This is an optimization exercise on Yosys and OpenROAD, whose aim is small area and a short achievable clock period, not a production implementation.
At most, simulation tests tie the RTL to the original design; equivalence was not proved.
No activity file was given, so power comes from the tool's default toggle rates.

Design ALU_TOP, start of the top module:
module ALU_TOP #(parameter inWidth = 8,
                 parameter outWidth = 16)
(
    input wire [inWidth-1 : 0] A,B,
    input wire [3:0] ALU_FUN,
    input CLK, RST,
    output reg Arith_Enable,Logic_Enable,CMP_Enable,Shift_Enable,
    output wire [outWidth-1:0] Arith_OUT,
    output reg Carry_OUT,Arith_Flag,
    output wire [outWidth-1:0] Logic_OUT,
    output reg Logic_Flag,
    output wire [4-1:0] CMP_OUT,
    output reg CMP_Flag,
    output wire [outWidth-1:0] SHIFT_OUT,
    output reg SHIFT_Flag
);
Size in the first run: ~45 flip-flops, roughly 83 I/O pins, roughly 7200 um^2 of cells after synthesis.
==> flow/config.mk <==
export PLATFORM = sky130hd
export DESIGN_NAME = ALU_TOP
export DESIGN_NICKNAME = ALU_TOP
export VERILOG_FILES = /design/flow/design.v
export SDC_FILE = /design/flow/constraint.sdc
export NUM_CORES = 4
export LEC_CHECK = 0
export ABC_AREA = 1
export CAP_MARGIN = 20
export CORE_AREA = 10 10 170 170
export CTS_BUF_LIST = sky130_fd_sc_hd__clkbuf_2 sky130_fd_sc_hd__clkbuf_4 sky130_fd_sc_hd__clkbuf_8
export DIE_AREA = 0 0 180 180
export SLEW_MARGIN = 20
export SYNTH_HIERARCHICAL = 1
export SYNTH_MINIMUM_KEEP_SIZE = 0
==> flow/constraint.sdc <==
create_clock -name core_clock -period 32.0 [get_ports {CLK}]
set_input_delay 6.4000 -clock core_clock [delete_from_list [all_inputs] [get_ports {CLK}]]
set_output_delay 6.4000 -clock core_clock [all_outputs]
set_load 0.01 [all_outputs]
standard.sh (not shown) runs the stock make flow with config.mk's settings and CLKGATE_MAP_FILE= SYNTH_SCRIPT=/design/flow/synth_recipe.tcl, a recipe that flattens the netlist after the stock synthesis.
==> flow/flow/run.sh <==
#!/bin/bash
# The standard layout (standard.sh, unchanged synthesis), with the port
# buffers made of the smallest buffer cell instead of a delay cell.
set -euo pipefail
bash standard.sh "BUFFER_PORTS_ARGS=-buffer_cell sky130_fd_sc_hd__buf_1" finish > flow_make.log 2>&1
The baseline finished with timing, DRC and antenna clean.
Edit:
==> flow/flow/run.sh (replaced) <==
#!/bin/bash
set -euo pipefail
bash standard.sh "BUFFER_PORTS_ARGS=-buffer_cell sky130_fd_sc_hd__buf_1" SETUP_SLACK_MARGIN=20.5 SETUP_MOVE_SEQUENCE=sizeup,swap finish > flow_make.log 2>&1
--- a/flow/config.mk
+++ b/flow/config.mk
@@ -12,4 +12,2 @@
 export DIE_AREA = 0 0 180 180
 export SLEW_MARGIN = 20
-export SYNTH_HIERARCHICAL = 1
-export SYNTH_MINIMUM_KEEP_SIZE = 0
Effect: The new run went through all stages and came out clean. Worst setup slack gets better by 1.3 ns. Die area does not change. Sequential share of layout area shrinks by 0.63 points. Cell count falls by about 6%. Routed wire length climbs by about 5.4%.
Function was not checked in any run of this note: the RTL went through the layout flow alone.

* * *

Another version of the RTL of ALU_TOP (not shown whole).
Size: about 45 flip-flops, roughly 0.0059 mm² of cells after synthesis.
==> flow/config.mk <==
export PLATFORM = sky130hd
export DESIGN_NAME = ALU_TOP
export DESIGN_NICKNAME = ALU_TOP
export VERILOG_FILES = /design/flow/design.v
export SDC_FILE = /design/flow/constraint.sdc
export NUM_CORES = 4
export LEC_CHECK = 0
export ABC_AREA = 1
export CAP_MARGIN = 20
export CORE_AREA = 10 10 170 170
export CTS_BUF_LIST = sky130_fd_sc_hd__clkbuf_2 sky130_fd_sc_hd__clkbuf_4 sky130_fd_sc_hd__clkbuf_8
export DIE_AREA = 0 0 180 180
export SLEW_MARGIN = 20
==> flow/constraint.sdc <==
create_clock -name core_clock -period 32.0 [get_ports {CLK}]
set_input_delay 6.4000 -clock core_clock [delete_from_list [all_inputs] [get_ports {CLK}]]
set_output_delay 6.4000 -clock core_clock [all_outputs]
set_load 0.01 [all_outputs]
==> flow/flow/run.sh <==
#!/bin/bash
set -euo pipefail
here=$(cd "$(dirname "$0")" && pwd)
bash standard.sh ADDER_MAP_FILE= "SYNTH_SCRIPT=$here/synth.tcl" \
  "BUFFER_PORTS_ARGS=-buffer_cell sky130_fd_sc_hd__buf_1" finish > flow_make.log 2>&1
==> flow/flow/abc.script <==
strash
&get -n
&deepsyn -T 20
&put
dch
map -B 0.9
topo
stime -c
buffer -c
upsize -c -D 3000
dnsize -c -D 3000
==> flow/flow/synth.tcl <==
proc synth {args} { yosys synth -nofsm -noshare {*}$args }
set ::flow_abc_script [file join [file dirname [file normalize [info script]]] abc.script]
proc abc {args} {
  set i [lsearch -exact $args -script]
  if {$i >= 0} {
    lset args [expr {$i + 1}] $::flow_abc_script
  }
  yosys abc {*}$args
}
source $::env(SCRIPTS_DIR)/synth.tcl
# left out here: clear keep_hierarchy, flatten, clean up, hide names made inside functions, write 1_2_yosys.v
The baseline passed the timing, DRC and antenna checks.
Change:
==> flow/flow/abc.script (replaced) <==
strash
&get -n
&deepsyn -T 20
&put
dch
map -B 0.9
topo
stime -c
buffer -c
upsize -c
dnsize -c
- CORE_AREA: 10 10 170 170 -> not set
- CORE_MARGIN: not set -> 2
- CORE_UTILIZATION: not set -> 70
- DIE_AREA: 0 0 180 180 -> not set
- PLACE_DENSITY: not set -> 0.9
What happened: The new run completed with no timing, DRC or antenna violations. Clock skew goes down by 14 ps. Worst setup slack improves by 39 ps. Wire length drops by roughly a tenth. Worst hold slack improved by 35 ps.
Change:
==> flow/flow/run.sh (replaced) <==
#!/bin/bash
set -euo pipefail
here=$(cd "$(dirname "$0")" && pwd)
bash standard.sh ADDER_MAP_FILE= "SYNTH_SCRIPT=$here/synth.tcl" \
  "PRE_GLOBAL_PLACE_TCL=$here/ports.tcl" "POST_GLOBAL_PLACE_TCL=$here/ports_post.tcl" finish > flow_make.log 2>&1
==> flow/flow/ports.tcl (new file) <==
# PRE_GLOBAL_PLACE hook: buffer every port as the standard flow does, but
# choose the cells: buf_4 on the inputs (they fan out widely), buf_1 on the
# outputs (each drives just its port). The standard buffer_ports call is
# then skipped. The standard script's remove_buffers (timing-driven mode)
# runs here first, and the new port buffers are kept out of its reach with
# dont_touch until global placement is done (flow/ports_post.tcl).
if { $::env(GPL_TIMING_DRIVEN) } {
  remove_buffers
}
set flow_insts_before [dict create]
foreach inst [[ord::get_db_block] getInsts] { dict set flow_insts_before [$inst getName] 1 }
buffer_ports -inputs -buffer_cell sky130_fd_sc_hd__buf_4
buffer_ports -outputs -buffer_cell sky130_fd_sc_hd__buf_1
set ::flow_port_buffers {}
foreach inst [[ord::get_db_block] getInsts] {
  if { ![dict exists $flow_insts_before [$inst getName]] } {
    lappend ::flow_port_buffers [$inst getName]
  }
}
puts "flow: [llength $::flow_port_buffers] port buffers"
set_dont_touch [get_cells $::flow_port_buffers]
set ::env(DONT_BUFFER_PORTS) 1
==> flow/flow/ports_post.tcl (new file) <==
# POST_GLOBAL_PLACE hook: release the port buffers (see flow/ports.tcl)
if { [info exists ::flow_port_buffers] } {
  unset_dont_touch [get_cells $::flow_port_buffers]
}
- CORE_AREA: not set -> 10 10 170 170
- CORE_MARGIN: 2 -> not set
- CORE_UTILIZATION: 70 -> not set
- DIE_AREA: not set -> 0 0 180 180
- PLACE_DENSITY: 0.9 -> not set
Clock power rose by 19%.
Utilization fell by 50 points.
Sequential cell count is unchanged.
Change:
==> flow/flow/run.sh (replaced) <==
#!/bin/bash
set -euo pipefail
here=$(cd "$(dirname "$0")" && pwd)
bash standard.sh ADDER_MAP_FILE= "SYNTH_SCRIPT=$here/synth.tcl" \
  "PRE_GLOBAL_PLACE_TCL=$here/ports.tcl" "POST_GLOBAL_PLACE_TCL=$here/ports_post.tcl" SETUP_SLACK_MARGIN=22.4 SETUP_MOVE_SEQUENCE=sizeup,swap finish > flow_make.log 2>&1
Effect: Sequential power is about the same. Clock-buffer cell count is unchanged. Power climbs by 6.9%. Worst setup slack improved by 530 ps. Global-route usage is about the same. Hold slack barely changes. Synthesized cell count is unchanged.

* * *

== run A ==
Starting RTL as in the previous note.
==> flow/design.v (excerpt) <==
module ALU_TOP #(parameter inWidth = 8,
                 parameter outWidth = 16)
(
    input wire [inWidth-1 : 0] A,B,
    input wire [3:0] ALU_FUN,
    input CLK, RST,
    output reg Arith_Enable,Logic_Enable,CMP_Enable,Shift_Enable,
    output wire [outWidth-1:0] Arith_OUT,
    output reg Carry_OUT,Arith_Flag,
    output wire [outWidth-1:0] Logic_OUT,
    output reg Logic_Flag,
    output wire [4-1:0] CMP_OUT,
    output reg CMP_Flag,
    output wire [outWidth-1:0] SHIFT_OUT,
    output reg SHIFT_Flag
);
    wire [1:0] op = ALU_FUN[1:0];
    wire       sub = ~Arith_Enable | op[0];
    wire [8:0] s;
    ADDSUB8 u_addsub (.A(A), .B(B), .sub(sub), .s(s));
    wire borrow = ~s[8];
    wire [15:0] prod;
    MUL8 u_mul (.A(A), .B(B), .P(prod));
    wire [7:0] quo;
    DIV8 u_div (.A(A), .B(B), .Q(quo));
    wire bz = ~|B;
    reg [8:0] arith_lo;    
    reg [6:0] arith_hi;    
    always @* begin
        case (op)
            2'b00: begin arith_lo = s;               arith_hi = 7'd0;         end
            2'b01: begin arith_lo = {borrow, s[7:0]}; arith_hi = {7{borrow}}; end
            2'b10: begin arith_lo = prod[8:0];       arith_hi = prod[15:9];   end
            default: begin arith_lo = {bz, quo};     arith_hi = {7{bz}};      end
        endcase
    end
    reg [15:0] arith_q;
    always @(posedge CLK or negedge RST) begin
        if (!RST) begin
            arith_q   <= 16'd0;
            Carry_OUT <= 1'b0;
        end else if (Arith_Enable) begin
            arith_q   <= {arith_hi, arith_lo};
            Carry_OUT <= (op == 2'b00) & s[8];
        end
    end
    assign Arith_OUT = arith_q;
    reg [7:0] logic_lo;
    reg       logic_hi;
    wire [7:0] lres = (op[0] ? (A | B) : (A & B)) ^ {8{op[1]}};
    always @(posedge CLK or negedge RST) begin
        if (!RST) begin
            logic_lo <= 8'd0;
            logic_hi <= 1'b0;
        end else if (Logic_Enable) begin
            logic_lo <= lres;
            logic_hi <= op[1];
        end
    end
    assign Logic_OUT = {{8{logic_hi}}, logic_lo};
    reg [1:0] cmp_q;
    wire ge = s[8];
    wire eq = ~|s[7:0];
    wire gt = ge & ~eq;
    wire lt = ~ge;
    always @(posedge CLK or negedge RST) begin
  ...
clock: 32.0 ns
lec_check: 0
abc_area: 1
cap_margin: 20
core_area: 10 10 170 170
cts_buf_list: sky130_fd_sc_hd__clkbuf_8
cts_cluster_diameter: 250
cts_cluster_size: 25
die_area: 0 0 180 180
slew_margin: 20
==> flow/flow/run.sh <==
#!/bin/bash
set -euo pipefail
here=$(cd "$(dirname "$0")" && pwd)
bash standard.sh ADDER_MAP_FILE= "SYNTH_SCRIPT=$here/synth.tcl" \
  "BUFFER_PORTS_ARGS=-buffer_cell sky130_fd_sc_hd__buf_1" finish > flow_make.log 2>&1
==> flow/flow/abc.script <==
strash
&get -n
&deepsyn -T 20
&put
dch
map -B 0.9
topo
stime -c
buffer -c
upsize -c
dnsize -c
Scripts as last shown in full above: flow/flow/synth.tcl
Modified inputs, run B compared to run A
Settings: CTS_BUF_LIST changed from sky130_fd_sc_hd__clkbuf_8 to sky130_fd_sc_hd__clkbuf_2 sky130_fd_sc_hd__clkbuf_4 sky130_fd_sc_hd__clkbuf_8; CTS_CLUSTER_SIZE removed (was 25); CTS_CLUSTER_DIAMETER removed (was 250); GPL_TIMING_DRIVEN newly set to 0.
Results
Diff run A..run B | aggregate global-route resource usage | negligible
Run A was smaller in final cell area than run B.
Comparing run B against run A, there is no change at all in number of violations of the max-capacitance limit.
Run A has lower first-iteration DRC count than run B.
Of run B and run A, run A shows the lower final critical-path share of the clock period, with run B above it.
Relative to run A, run B degrades setup slack.
Compared to run A, run B has routed wire length 750 um higher.
Relative contribution of the clock network to total power, run B and run A, lower one = run B.
Run B against run A; via count of the first global-routing pass is down slightly.
[run B vs run A] relative slew slack: higher in run B
Higher clock period minus final worst setup slack was reported by run B, not run A.
> inputs changed (run B -> run C)
Settings: GPL_TIMING_DRIVEN no longer set, was 0.
==> flow/flow/run.sh <==
#!/bin/bash
# The standard layout (standard.sh) with two changes:
#  - synthesis leaves adders to ABC instead of mapping them to the library's
#    full/half-adder cells (ADDER_MAP_FILE empty); registers are unchanged;
#  - the port buffers are the smallest buffer cell instead of a delay cell.
# Each tool's full output is in flow_make.log and orfs/logs/.
set -euo pipefail
bash standard.sh ADDER_MAP_FILE= "BUFFER_PORTS_ARGS=-buffer_cell sky130_fd_sc_hd__buf_1" finish > flow_make.log 2>&1
removed: flow/flow/abc.script
removed: flow/flow/synth.tcl
--- outcome ---
There was hardly any difference in global-route usage between run B and run C. The met2 capacity usage during global routing of run C falls short of that of run B by 3.0 points. Run C ends up with a flip-flop and latch share of the layout cell area that is 0.61 points lower than in run B. Delta (run C minus run B): share of the final layout cell area in multi-input gates went up 3.3 points; upper clock frequency limit went down 1.7%; required time reported for the critical path endpoint went up 0.07 ns. Run B → run C: multi-input logic area increased by 9.4% relative to the old numbers, post-DP HPWL decreased by 0.82% relative to the old numbers.
[inputs] run D vs run C
==> flow/flow/run.sh <==
#!/bin/bash
set -euo pipefail
here=$(cd "$(dirname "$0")" && pwd)
bash standard.sh ADDER_MAP_FILE= "SYNTH_SCRIPT=$here/synth.tcl" \
  "BUFFER_PORTS_ARGS=-buffer_cell sky130_fd_sc_hd__buf_1" finish > flow_make.log 2>&1
==> flow/flow/abc.script (new file) <==
strash
&get -n
&deepsyn -T 20
&put
dch
map -B 0.9
topo
stime -c
buffer -c
upsize -c
dnsize -c
==> flow/flow/synth.tcl (new file) <==
proc synth {args} { yosys synth -nofsm -noshare {*}$args }
proc abc {args} {
  set i [lsearch -exact $args -script]
  if {$i >= 0} {
    lset args [expr {$i + 1}] [file join [file dirname [info script]] abc.script]
  }
  yosys abc {*}$args
}
source $::env(SCRIPTS_DIR)/synth.tcl
# left out here: clear keep_hierarchy, flatten, clean up, hide names made inside functions, write 1_2_yosys.v
Notes after the runs:
- Looking at the logs for run C and run D, the single run that did not finish was run D.
- Run D is listed as incomplete: the tool reported an error in 1_2_yosys and the run ended there.
For run E, these inputs were changed with respect to run D:
==> flow/flow/run.sh <==
#!/bin/bash
set -euo pipefail
here=$(cd "$(dirname "$0")" && pwd)
bash standard.sh ADDER_MAP_FILE= "SYNTH_SCRIPT=$here/synth.tcl" \
  "PRE_GLOBAL_PLACE_TCL=$here/ports.tcl" finish > flow_make.log 2>&1
==> flow/flow/ports.tcl (new file) <==
# PRE_GLOBAL_PLACE hook: buffer every port as the standard flow does, but
# choose the cells: buf_4 on the inputs (they fan out widely), buf_1 on the
# outputs (each drives just its port). The standard buffer_ports call is
# then skipped.
if { $::env(GPL_TIMING_DRIVEN) } {
  remove_buffers
}
buffer_ports -inputs -buffer_cell sky130_fd_sc_hd__buf_4
buffer_ports -outputs -buffer_cell sky130_fd_sc_hd__buf_1
set ::env(DONT_BUFFER_PORTS) 1
diff --git a/flow/flow/synth.tcl b/flow/flow/synth.tcl
--- a/flow/flow/synth.tcl
+++ b/flow/flow/synth.tcl
@@ -1,2 +1,3 @@
 proc synth {args} { yosys synth -nofsm -noshare {*}$args }
+set ::flow_abc_script [file join [file dirname [file normalize [info script]]] abc.script]
 proc abc {args} {
@@ -4,3 +5,3 @@
   if {$i >= 0} {
-    lset args [expr {$i + 1}] [file join [file dirname [info script]] abc.script]
+    lset args [expr {$i + 1}] $::flow_abc_script
   }
Notes after the runs:
Run E completed; timing, DRC and antenna clean

## static timing again, ports no longer ideal
The flow's constraints put no driver on any port. The routed layouts listed below were extracted and timed again, unchanged, in two steps.
Step 1: set_driving_cell puts a clkbuf_16 on CLK and a buf_2 on each other input, an assumption about the parent block.
Step 2 also shifts input and output timing later by t, the mid clock arrival at the registers, as if the neighbouring blocks saw the same clock.
Three values: ideal ports, drivers, drivers and shift; two values: the first two.
run | t (ns) | setup WS [ns] | hold WS [ns] | worst register clock-pin slew, ns
the first run of note 1 | 0.340 | 18.878 / 18.866 / 18.526 | 0.459 / 0.459 / 0.459 | 0.10 / 0.10
the second run of note 1 | 0.343 | 20.128 / 20.121 / 19.778 | 0.468 / 0.468 / 0.468 | 0.10 / 0.10
the first run of note 2 | 0.341 | 21.683 / 21.664 / 21.323 | 0.442 / 0.442 / 0.442 | 0.10 / 0.10
the second run of note 2 | 0.333 | 21.722 / 21.723 / 21.390 | 0.477 / 0.477 / 0.477 | 0.09 / 0.09
the third run of note 2 | 0.332 | 21.853 / 21.850 / 21.518 | 0.438 / 0.438 / 0.438 | 0.10 / 0.10
the fourth run of note 2 | 0.331 | 22.380 / 22.312 / 21.981 | 0.438 / 0.438 / 0.438 | 0.10 / 0.10
run A | 0.339 | 21.952 / 21.949 / 21.610 | 0.451 / 0.451 / 0.451 | 0.10 / 0.10
run B | 0.331 | 21.876 / 21.880 / 21.549 | 0.450 / 0.450 / 0.450 | 0.10 / 0.10
run C | 0.340 | 21.702 / 21.703 / 21.363 | 0.446 / 0.446 / 0.446 | 0.10 / 0.10
run E | 0.336 | 22.182 / 21.680 / 21.344 | 0.528 / 0.528 / 0.528 | 0.10 / 0.10
After both steps setup and hold are still met in every run listed. For run E, which loses most, drivers alone change the setup slack by -0.502 ns; drivers and shift together by -0.838 ns.
